Context: an optimization exercise on an open-source flow, tuned for small area, a short achievable clock period and few clock cycles. The choices shown serve that exercise and are no tape-out recipe.
The RTL was checked by simulation tests, not by an equivalence proof against the original design.
No activity file was given, so power comes from the tool's default toggle rates.

== build 53 ==
==> flow/design.v (excerpt) <==
module cpu(clk,reset,N,V,Z, mem_cmd, mem_addr, read_data, write_data);
For scale: ~1,400 cells after synthesis, ~48 I/O pins, ~13,000 sq um of cells after synthesis.
export LEC_CHECK = 0
export ABC_AREA = 1
export CAP_MARGIN = 20
export CORE_MARGIN = 2
export CORE_UTILIZATION = 40
export SETUP_SLACK_MARGIN = 4.5
export SLEW_MARGIN = 20
create_clock -name core_clock -period 7.0 [get_ports {clk}]
run.sh (not shown) runs the stock make flow with config.mk's settings and CLKGATE_MAP_FILE= SYNTH_SCRIPT=/design/flow/synth_recipe.tcl, a recipe that flattens the netlist after the stock synthesis.
Testbench counts of build 53, summed over its fixed seeds: cycles 17,825.
Edits applied to the flow inputs when going from build 53 to build 62:
# build 53
export LEC_CHECK = 0
export ABC_AREA = 1
export CAP_MARGIN = 20
export CORE_MARGIN = 2
export CORE_UTILIZATION = 40
export SETUP_SLACK_MARGIN = 4.5
export SLEW_MARGIN = 20
create_clock -name core_clock -period 7.0 [get_ports {clk}]
# build 62
export LEC_CHECK = 0
export ABC_AREA = 1
export CAP_MARGIN = 20
export CORE_MARGIN = 2
export CORE_UTILIZATION = 40
export CTS_BUF_LIST = sky130_fd_sc_hd__clkbuf_8
export CTS_CLUSTER_SIZE = 30
export SETUP_SLACK_MARGIN = 4.0
export SLEW_MARGIN = 20
create_clock -name core_clock -period 7.0 [get_ports {clk}]
Findings:
Higher worst hold-check slack among build 53 and build 62: build 62
The least setup slack across all paths after layout number comes out higher for build 53 vs build 62.
Between build 53 and build 62, the cell count went down.
Build 62: critical path depth 3 below build 53
Reported for build 53 and build 62, starting density of the core turned out identical to the last digit.
| sequential share of layout area | build 62 vs build 53 | 4.9 points higher |
Build 62: final worst-path cycle share 5.2 points above build 53
Build 62 ends up with a routed wire length that is 7.9% lower than in build 53.
Maximum frequency delta (build 62 − build 53): unfavourable
Row number of buffers added by the clock tree synthesis step: build 62 higher / build 53 lower
In the tables for build 53 and build 62, global-route wire length before repair reads higher with build 53.
### build 62 -> build 2
# build 62
export LEC_CHECK = 0
export ABC_AREA = 1
export CAP_MARGIN = 20
export CORE_MARGIN = 2
export CORE_UTILIZATION = 40
export CTS_BUF_LIST = sky130_fd_sc_hd__clkbuf_8
export CTS_CLUSTER_SIZE = 30
export SETUP_SLACK_MARGIN = 4.0
export SLEW_MARGIN = 20
create_clock -name core_clock -period 7.0 [get_ports {clk}]
# build 2
export LEC_CHECK = 0
export ABC_AREA = 1
export CAP_MARGIN = 20
export CORE_MARGIN = 2
export CORE_UTILIZATION = 40
export CTS_CLUSTER_DIAMETER = 100
export CTS_CLUSTER_SIZE = 24
export SETUP_SLACK_MARGIN = 4.0
export SLEW_MARGIN = 20
create_clock -name core_clock -period 7.0 [get_ports {clk}]
==> comparison <==
- Fraction of standard cell area in multi-input logic ends up lower on build 62.
- Diff build 62 -> build 2: number of levels the H-tree was split into now smaller, maximum clock rate now smaller.
- Compared with build 62, build 2 shows non-clock buffer count that has gone up by a few percent.
- | worst path setup slack after routing | build 2 vs build 62 | worse |
- Build 2 and build 62 ended up with nearly the same sequential power.
- Going from build 62 to build 2, hold slack grows by 4.6 ps.
- Build 62 -> build 2: number of maximum-capacitance violations delta 0, exact match
- Build 2: ratio of cells with drive above 1 in the final layout is 2.0 points lower than what build 62 reported.
#### Input delta (build 33 over build 2)
# build 2
export LEC_CHECK = 0
export ABC_AREA = 1
export CAP_MARGIN = 20
export CORE_MARGIN = 2
export CORE_UTILIZATION = 40
export CTS_CLUSTER_DIAMETER = 100
export CTS_CLUSTER_SIZE = 24
export SETUP_SLACK_MARGIN = 4.0
export SLEW_MARGIN = 20
create_clock -name core_clock -period 7.0 [get_ports {clk}]
# build 33
export LEC_CHECK = 0
export ABC_AREA = 1
export CAP_MARGIN = 20
export CORE_MARGIN = 2
export CORE_UTILIZATION = 40
export SETUP_SLACK_MARGIN = 3.5
export SLEW_MARGIN = 20
create_clock -name core_clock -period 7.0 [get_ports {clk}]
Results
From build 2 to build 33 the numbers moved as follows: post-layout total power increased 580 uW; net count after synthesis level; first-iteration DRC count went down; post-cts repair resize count lower; wire length of the first global-routing pass went up.
Comparing worst stage delay on the critical path for build 2 and build 33, the bigger number came from build 33.
R[88] as the endpoint of the most critical setup path was reported by build 33, and B[4] by build 2.
Between build 33 and build 2, the worst endpoint required time does not differ in any meaningful way.
Delta(global-route usage, build 33 - build 2) > 0
Compared with build 2, build 33 shows a non-clock buffer count that is about 40% lower.

The RTL this note starts from:
==> flow/design.v <==
module cpu(clk,reset,N,V,Z, mem_cmd, mem_addr, read_data, write_data);
    input clk, reset;
    input [15:0] read_data;
    output [15:0] write_data;
    output Z, V, N;
    output [8:0] mem_addr;
    output [1:0] mem_cmd;
    localparam [1:0] C_NONE = 2'b00, C_WRITE = 2'b01, C_READ = 2'b10;
    reg [127:0] R;               
    reg        halted;
    reg [1:0]  cmd;              
    reg [8:0]  maddr;            
    reg [15:0] wdata;            
    reg        isf;              
    reg [7:0]  fpc;              
    reg        fv;               
    reg        ldm_v, ldw_v;     
    reg [2:0]  ldm_rd, ldw_rd;
    reg        ldw_kill;         
    reg        fN, fV, fZ;
    assign mem_cmd = cmd;
    assign mem_addr = maddr;
    assign write_data = wdata;
    assign N = fN;
    assign V = fV;
    assign Z = fZ;
    reg [15:0] IR;
    reg        irv;
    reg [2:0]  bidx;             
    wire [2:0] op = IR[15:13];
    wire [1:0] alu = IR[12:11];
    wire [2:0] rn = IR[10:8];
    wire [2:0] rd = IR[7:5];
    wire [1:0] sh = IR[4:3];
    wire [2:0] rm = IR[2:0];
    wire i_ldr  = ~op[2];
    wire i_str  = op[2] & ~op[1] & ~op[0];
    wire i_alu  = op[2] & ~op[1] & op[0];
    wire i_mov  = op[2] & op[1] & ~op[0];
    wire i_halt = op[2] & op[1] & op[0];
    wire i_movi = i_mov & alu[1];
    wire i_cmp  = i_alu & (alu == 2'b01);
    wire i_add  = i_alu & (alu == 2'b00);
    wire i_and  = i_alu & (alu == 2'b10);
    wire i_mvn  = i_alu & (alu == 2'b11);
    wire i_wr   = i_mov | (i_alu & (alu != 2'b01));
    wire [2:0] dst = i_movi ? rn : rd;
    wire use_rn = i_ldr | i_str | (i_alu & (alu != 2'b11));
    wire use_rm = i_alu | (i_mov & ~alu[1]);
    wire use_rd = i_str;
    reg [15:0] A, B;
    reg        xv;
    reg [2:0]  xop;
    wire x_wr   = ~xop[2];
    wire x_cmp  = xop == 3'b100;
    wire x_ldr  = xop == 3'b101;
    wire x_str  = xop == 3'b110;
    wire x_halt = xop == 3'b111;
    reg [2:0]  x_dst;
    reg [4:0]  x_imm5;
    wire [15:0] xres;
    wire rd_x = (use_rn & (rn == x_dst)) | (use_rm & (rm == x_dst)) | (use_rd & (rd == x_dst));
    wire rd_m = (use_rn & (rn == ldm_rd)) | (use_rm & (rm == ldm_rd)) | (use_rd & (rd == ldm_rd));
    wire rd_w = (use_rn & (rn == ldw_rd)) | (use_rm & (rm == ldw_rd)) | (use_rd & (rd == ldw_rd));
    wire r_hazard = (xv & x_ldr & rd_x) | (ldm_v & rd_m) | (ldw_v & rd_w);
    wire x_fire = xv & ~halted & ~(ldw_v & x_wr);
    wire r_go = irv & ~halted & (~xv | x_fire) & ~r_hazard;
    reg [15:0] rfa, rfb;
    integer i;
    always @(*) begin
        rfa = 16'b0;
        rfb = 16'b0;
        for (i = 0; i < 8; i = i + 1) begin
            rfa = rfa | ({16{rn == i}} & R[16*i +: 16]);
            rfb = rfb | ({16{bidx == i}} & R[16*i +: 16]);
        end
    end
    wire ldw_ok = ldw_v & ~ldw_kill;
    wire fa_x = xv & x_wr & (x_dst == rn);
    wire fb_x = xv & x_wr & (x_dst == bidx);
    wire [15:0] ra = fa_x ? xres : rfa;
    wire [15:0] rb = fb_x ? xres : rfb;
    wire s_imm = i_movi;
    wire s_pas = ~i_movi & (i_str | (sh == 2'b00));
    wire s_shl = ~i_movi & ~i_str & (sh == 2'b01);
    wire s_shr = ~i_movi & ~i_str & sh[1];
    wire s_msb = ~i_movi & ~i_str & (sh == 2'b11);
    wire [15:0] imm8 = {{8{IR[7]}}, IR[7:0]};
    wire [15:0] B_n = ({16{s_imm}} & imm8) | ({16{s_pas}} & rb) |
                      ({16{s_shl}} & {rb[14:0], 1'b0}) |
                      ({16{s_shr}} & {s_msb & rb[15], rb[15:1]});
    wire [15:0] A_n = ra ^ {16{i_cmp}};    
    wire [15:0] sum = A + B;
    reg [15:0] xres_r;
    always @(*) begin
        case (xop[1:0])
            2'b00: xres_r = sum;
            2'b01: xres_r = B;
            2'b10: xres_r = A & B;
            default: xres_r = ~B;
        endcase
    end
    assign xres = xres_r;
    wire cN = ~sum[15];
    wire cZ = &sum;
    wire cV = (A[15] == B[15]) & (sum[15] != A[15]);
    wire [8:0] xaddr = A[8:0] + {{4{x_imm5[4]}}, x_imm5};
    integer j;
    wire        we = ldw_ok | (x_fire & x_wr);
    wire [2:0]  widx = ldw_v ? ldw_rd : x_dst;
    wire [15:0] wd = ldw_v ? read_data : xres;
    always @(posedge clk) begin
        for (j = 0; j < 8; j = j + 1)
            if (we && widx == j) R[16*j +: 16] <= wd;
    end
    wire accept = fv & (~irv | r_go);
    wire reject = fv & irv & ~r_go;
    wire [7:0] nf = reject ? fpc - {6'b0, isf, ~isf} : fpc;
    wire mem_go = x_fire & (x_ldr | x_str);
    wire stop = halted | (x_fire & x_halt);
    always @(posedge clk) begin
        if (accept) begin
            IR <= read_data;
            bidx <= (read_data[15:13] == 3'b100) ? read_data[7:5] : read_data[2:0];
        end
        if (r_go) begin
            A <= A_n;
            B <= B_n;
            xop <= i_add ? 3'b000 : i_mov ? 3'b001 : i_and ? 3'b010 : i_mvn ? 3'b011 :
                   i_cmp ? 3'b100 : i_ldr ? 3'b101 : i_str ? 3'b110 : 3'b111;
            x_dst <= dst;
            x_imm5 <= IR[4:0];
        end
        wdata <= B;
        if (x_fire & x_cmp) begin
            fN <= cN;
            fV <= cV;
            fZ <= cZ;
        end
        ldm_rd <= x_dst;
        ldw_rd <= ldm_rd;
        ldw_kill <= x_fire & x_wr & ldm_v & (x_dst == ldm_rd);
    end
    always @(posedge clk) begin
        if (reset) begin
            irv <= 1'b0;
            xv <= 1'b0;
            halted <= 1'b0;
            cmd <= C_READ;
            maddr <= 9'd0;
            isf <= 1'b1;
            fpc <= 8'd1;
            fv <= 1'b0;
            ldm_v <= 1'b0;
            ldw_v <= 1'b0;
        end else begin
            irv <= accept | (irv & ~r_go);
            xv <= r_go | (xv & ~x_fire);
            halted <= stop;
            ldm_v <= x_fire & x_ldr;
            ldw_v <= ldm_v;
            fv <= isf & ~reject;
            if (mem_go) begin
                cmd <= x_ldr ? C_READ : C_WRITE;
                maddr <= xaddr;
                isf <= 1'b0;
                fpc <= nf;
            end else if (stop) begin
                cmd <= C_NONE;
                isf <= 1'b0;
            end else begin
                cmd <= C_READ;
                maddr <= {1'b0, nf};
                isf <= 1'b1;
                fpc <= nf + 8'd1;
            end
        end
    end
endmodule
export LEC_CHECK = 0
export ABC_AREA = 1
export CAP_MARGIN = 20
export CORE_MARGIN = 2
export CORE_UTILIZATION = 55
export CTS_CLUSTER_DIAMETER = 100
export CTS_CLUSTER_SIZE = 24
export PLACE_DENSITY = 0.75
export SETUP_SLACK_MARGIN = 4.5
export SLEW_MARGIN = 20
create_clock -name core_clock -period 7.0 [get_ports {clk}]
Testbench counts at the start, summed over its fixed seeds: cycles 17,825.
Next try:
Settings changed: CORE_UTILIZATION 55 to 40, PLACE_DENSITY 0.75 to not set, SETUP_SLACK_MARGIN 4.5 to 5.0.
Wire length came out higher by 11%.
Power is higher by 11%.
Cell area increases by 15%.
Setup slack degrades by 0.081 ns.
Next try:
Settings changed: CORE_UTILIZATION 40 to 50, CTS_CLUSTER_SIZE 24 to 22, PLACE_DENSITY set to 0.7, SETUP_SLACK_MARGIN 5.0 to 4.35.
Synthesized cell count is unchanged.
Setup slack degrades by 0.010 ns.
Register-to-register slack stays flat.
Cell area decreases by 16%.
Sequential power is about the same.
Total power decreases by 13%.
Utilization increases by 3.5 points.
Area after synthesis stays the same.
Final cell count decreases by 9.1%.
Next try:
Settings changed: CORE_UTILIZATION 50 to 55, CTS_CLUSTER_SIZE 22 to 24, PLACE_DENSITY 0.7 to 0.75, SETUP_SLACK_MARGIN 4.35 to 4.25.
=>
- cell area fell by 2.4%
- fmax went down by 2.6%
- synthesized area does not change
- non-clock buffer count decreases by 27
- core utilization increases by 4.8 points
- sequential share of layout area came out higher by 1.1 points
- count of clock-buffer cells in the layout stays the same
- worst setup slack degrades by 0.071 ns
- synthesized cell count stays the same
Next try:
Settings changed: CORE_UTILIZATION 55 to 65, PLACE_DENSITY 0.75 to 0.85.
=>
- The changed run completed with no timing, DRC or antenna violations
- die area falls by 15%
- final cell count falls by 2.0%
- worst hold slack is better by 0.0055 ns
- first-iteration DRC count goes up by 13%
- clock skew climbs by 0.017 ns
- clock power rises by about 1%
- total power rises by 0.91%
- count of clock-buffer cells in the layout is higher by 5

// cpu: RTL as listed in full above, without the edits since
clock: 7.0 ns
lec_check: 0
abc_area: 1
cap_margin: 20
core_margin: 2
core_utilization: 40
cts_cluster_diameter: 100
cts_cluster_size: 24
setup_slack_margin: 4.25
slew_margin: 20
The first run finished with timing, DRC and antenna clean.
Testbench counts at the start, summed over its fixed seeds: cycles 17,825.
Edit:
Settings changed: CORE_UTILIZATION 40 to 55, PLACE_DENSITY from default to 0.75, SETUP_SLACK_MARGIN 4.25 to 4.0.
=> The new run completed without violations; die area decreases by a quarter to a third; total power fell by a few percent; maximum frequency came out lower by a little under a tenth.
Edit:
Settings changed: CORE_UTILIZATION 55 to 40, PLACE_DENSITY 0.75 to default, SETUP_SLACK_MARGIN 4.0 to 4.5.
=> Cell count grows by about 11%. Synthesized area stays the same. Register-to-register slack is better by 370 ps. Power grows by about 10%. Worst setup slack is better by 370 ps.
Edit:
Settings changed: ABC_AREA 1 to 0, CORE_UTILIZATION 40 to 55, PLACE_DENSITY from default to 0.75.
Power decreases by 2.3%. Final cell count is lower by 16%. Worst setup slack is worse by 530 ps. Clock power is higher by 5.4%.

-- port drivers added, routing unchanged --
In the flow no input, the clock included, has a driving cell. The finished layouts below were timed again as built, in two steps. Step 1 assumes that a clkbuf_16 drives the clock port and a buf_2 every other input. Step 2 times the ports against the registers' clock, not the clock port: input delays grow and output delays shrink by t, the midpoint of the rising clock arrivals with the driver on. a / b / c = ideal / step 1 / step 2; a / b = the first two.
| run | t, ns | slack for setup (ns) | worst setup path after step 2 | clock arrival spread, ns | slew at the worst register clock pin (ns) |
|---|---|---|---|---|---|
| build 53 | 0.592 | 4.410 / 4.410 / 4.137 | input to register | 0.029 / 0.028 | 0.06 / 0.06 |
| build 62 | 0.603 | 4.046 / 4.046 / 3.878 | input to register | 0.035 / 0.036 | 0.07 / 0.07 |
| build 2 | 0.541 | 3.998 / 3.998 / 3.873 | input to register | 0.035 / 0.034 | 0.11 / 0.11 |
| build 33 | 0.589 | 3.749 / 3.749 / 3.749 | register to register | 0.013 / 0.013 | 0.06 / 0.06 |
| the first run of note 2 | 0.544 | 4.444 / 4.444 / 4.078 | input to register | 0.031 / 0.031 | 0.10 / 0.10 |
| the second run of note 2 | 0.551 | 4.363 / 4.363 / 4.363 | register to register | 0.029 / 0.030 | 0.10 / 0.10 |
| the third run of note 2 | 0.542 | 4.353 / 4.353 / 4.115 | input to register | 0.032 / 0.032 | 0.10 / 0.10 |
| the fourth run of note 2 | 0.546 | 4.282 / 4.232 / 3.942 | input to register | 0.019 / 0.019 | 0.10 / 0.10 |
| the fifth run of note 2 | 0.532 | 4.254 / 4.254 / 3.914 | input to register | 0.037 / 0.037 | 0.10 / 0.10 |
| the first run of note 3 | 0.533 | 4.295 / 4.246 / 3.920 | input to register | 0.024 / 0.024 | 0.11 / 0.11 |
| the second run of note 3 | 0.536 | 4.042 / 4.042 / 3.915 | input to register | 0.022 / 0.022 | 0.10 / 0.10 |
| the third run of note 3 | 0.546 | 4.411 / 4.411 / 4.123 | input to register | 0.023 / 0.023 | 0.10 / 0.10 |
| the fourth run of note 3 | 0.542 | 3.879 / 3.879 / 3.879 | register to register | 0.026 / 0.026 | 0.10 / 0.10 |
After both steps every run listed still meets setup and hold. For the first run of note 3, which loses most, drivers alone change the setup slack by -0.049 ns; drivers and shift together by -0.375 ns.
